From an optimization exercise on the open Yosys and OpenROAD flow, aimed at small area and a short achievable clock period; shortcuts taken in it are not production practice.
Function was checked by simulation only, so behaviour that the tests miss may differ from the original.

== raven ==
Design cpu, start of the top module:
module cpu(
    input clk,
    input reset,
    input [31:0] instruction_from_icache,
    input busywait_from_icache,
    input [31:0] data_from_dcache,
    input busywait_from_dcache,
    output [31:0] address_to_icache,
    output [31:0] reg0_output,reg1_output,reg2_output,reg3_output,reg4_output,reg5_output,reg6_output,
    output dcache_read,
    output dcache_write,
    output [31:0] dcache_address,
    output [31:0] dcache_writedata
  );
Size: ~19,000 cells after synthesis, roughly 1,500 flip-flops, roughly 390 I/O pins.
export LEC_CHECK = 0
export ABC_AREA = 1
export CAP_MARGIN = 35
export CORE_MARGIN = 2
export CORE_UTILIZATION = 30
export PLACE_DENSITY = 0.5
export SLEW_MARGIN = 35
create_clock -name core_clock -period 120.0 [get_ports {clk}]
run.sh (not shown) runs the stock make flow with config.mk's settings and CLKGATE_MAP_FILE= SYNTH_SCRIPT=/design/flow/synth_recipe.tcl, a recipe that flattens the netlist after the stock synthesis.
#### Input delta (ember over raven)
diff --git a/flow/design.v b/flow/design.v
--- a/flow/design.v
+++ b/flow/design.v
@@ -1393,21 +1393,21 @@
     input [31:0] data_from_dcache,
     input busywait_from_dcache,
     output [31:0] address_to_icache,
     output [31:0] reg0_output,reg1_output,reg2_output,reg3_output,reg4_output,reg5_output,reg6_output,
     output dcache_read,
     output dcache_write,
     output [31:0] dcache_address,
     output [31:0] dcache_writedata
   );
-  localparam K1 = 4;
-  localparam K2 = 7;
-  localparam Q1 = 1;
+  localparam K1 = 5;
+  localparam K2 = 6;
+  localparam Q1 = 0;
   localparam Q2 = 1;
   wire stall = busywait_from_icache | busywait_from_dcache;
   wire bj;
   wire [31:0] bj_addr;
   reg [31:0] pc;
   always @(posedge clk or posedge reset)
     if (reset) pc <= 32'hFFFFFFFC;
     else if (!stall) pc <= bj ? bj_addr : pc + 32'd4;
   assign address_to_icache = pc;
## What came out
- Compared with raven, in ember core utilization shrank by 0.23 points; share of the clock period used by the worst path shrank by 2.1 points.
- Between raven and ember, the share of async-settable or async-resettable flops after synthesis does not differ in any meaningful way.
- Changes observed in ember relative to raven: fraction of final layout cells sized beyond drive strength 1 rose by 0.34 points; via count went up by 1.1%; synthesized cell count increased about 0.8%; routed wire length moved up.
- Looking only at number of buffers inserted during clock tree synthesis, and setting everything else aside, the higher value of raven and ember goes to raven.
- Weighted congestion at the end of routability-driven global placement of ember falls short of that of raven by a few percent.
- As of ember, die area had risen slightly compared to raven.
- | met3 track demand over resource in global routing | higher: ember |

---

== v6 ==
cpu, a different RTL version from the one above (not shown whole).
For scale: about 1500 flip-flops, about 390 I/O pins.
clock: 120.0 ns
lec_check: 0
abc_area: 1
cap_margin: 35
core_margin: 2
core_utilization: 30
cts_buf_list: sky130_fd_sc_hd__clkbuf_8
cts_cluster_diameter: 70
cts_cluster_size: 14
place_density: 0.5
slew_margin: 35
Changes in v7 relative to v6:
--- a/flow/design.v
+++ b/flow/design.v
@@ -122,23 +122,24 @@
 module div_post(
   input  [34:0] rs, rc,
   input  [47:0] qd,
   input  [32:0] dp,
   input  [4:0]  s,
   input         xneg, ds, dz, one, selr,
   output [31:0] res
 );
   wire sub = xneg ^ ds;
   wire [34:0] dpe = {{2{dp[32]}}, dp};
   wire [34:0] r1 = rs + rc;
-  wire [34:0] r2 = rs + rc + (dpe ^ {35{sub}}) + {34'd0, sub};
+  wire [34:0] dpa = sub ? -dpe : dpe;
+  wire [34:0] r2 = rs + rc + dpa;
   wire zero = ~|r1;
   wire corr = xneg ? (~r1[34] & ~zero) : r1[34];
   wire [34:0] rf = corr ? r2 : r1;
   wire [34:0] rsh = $signed(rf) >>> s;
   reg [31:0] p, n;
   integer k;
   always @(*) begin
     for (k = 0; k < 16; k = k + 1) begin
       p[2*k +: 2] = qd[3*k+2] ? 2'b00 : qd[3*k +: 2];
       n[2*k +: 2] = qd[3*k+2] ? qd[3*k +: 2] : 2'b00;
     end
@@ -1402,23 +1403,23 @@
     input [31:0] data_from_dcache,
     input busywait_from_dcache,
     output [31:0] address_to_icache,
     output [31:0] reg0_output,reg1_output,reg2_output,reg3_output,reg4_output,reg5_output,reg6_output,
     output dcache_read,
     output dcache_write,
     output [31:0] dcache_address,
     output [31:0] dcache_writedata
   );
   localparam K1 = 5;
   localparam K2 = 6;
-  localparam Q1 = 1;
+  localparam Q1 = 0;
   localparam Q2 = 1;
   wire stall = busywait_from_icache | busywait_from_dcache;
   wire bj;
   wire [31:0] bj_addr;
   reg [31:0] pc;
   always @(posedge clk or posedge reset)
     if (reset) pc <= 32'hFFFFFFFC;
     else if (!stall) pc <= bj ? bj_addr : pc + 32'd4;
   assign address_to_icache = pc;
   reg [31:0] ir;
   reg ir_v;
### Flow results
v7 reached the end of the flow, and the finished layout is clean on the timing, design-rule and antenna checks. From v6 to v7 the numbers moved as follows: fmax rose 1.1 MHz, total detailed-routing wirelength saw an increase, final critical-path setup slack saw an increase, fraction of standard cell area that is sequential lost 0.27 points, cell count picked up an extra 2.1%. Arrival time of data at the critical path endpoint, v7 and v6: higher on v6. Cell area: lower on v6. Lower path length in cells of the critical path was reported by v7, not v6. Die area went up slightly going from v6 to v7.

## what the ideal ports hide
Ports are ideal in the flow. The routed layouts listed here were re-timed in OpenROAD. Step 1 assumes that a clkbuf_16 drives the clock port and a buf_2 every other input. Step 2 moves the port delays by t, midway between the first and last clock arrival at a register: inputs arrive t later, outputs are due t later. That takes back most of the time a late clock gives input paths. Three values: ideal ports, drivers, drivers and shift; two values: the first two.
run | t, ns | setup slack, ns | worst setup path at the end
raven | 1.012 | 89.413 / 89.413 / 89.413 | register to register
ember | 0.994 | 91.954 / 91.954 / 91.954 | register to register
v6 | 1.228 | 90.073 / 90.073 / 90.073 | register to register
v7 | 1.203 | 91.063 / 91.063 / 91.063 | register to register
After both steps setup and hold are still met in every run listed.
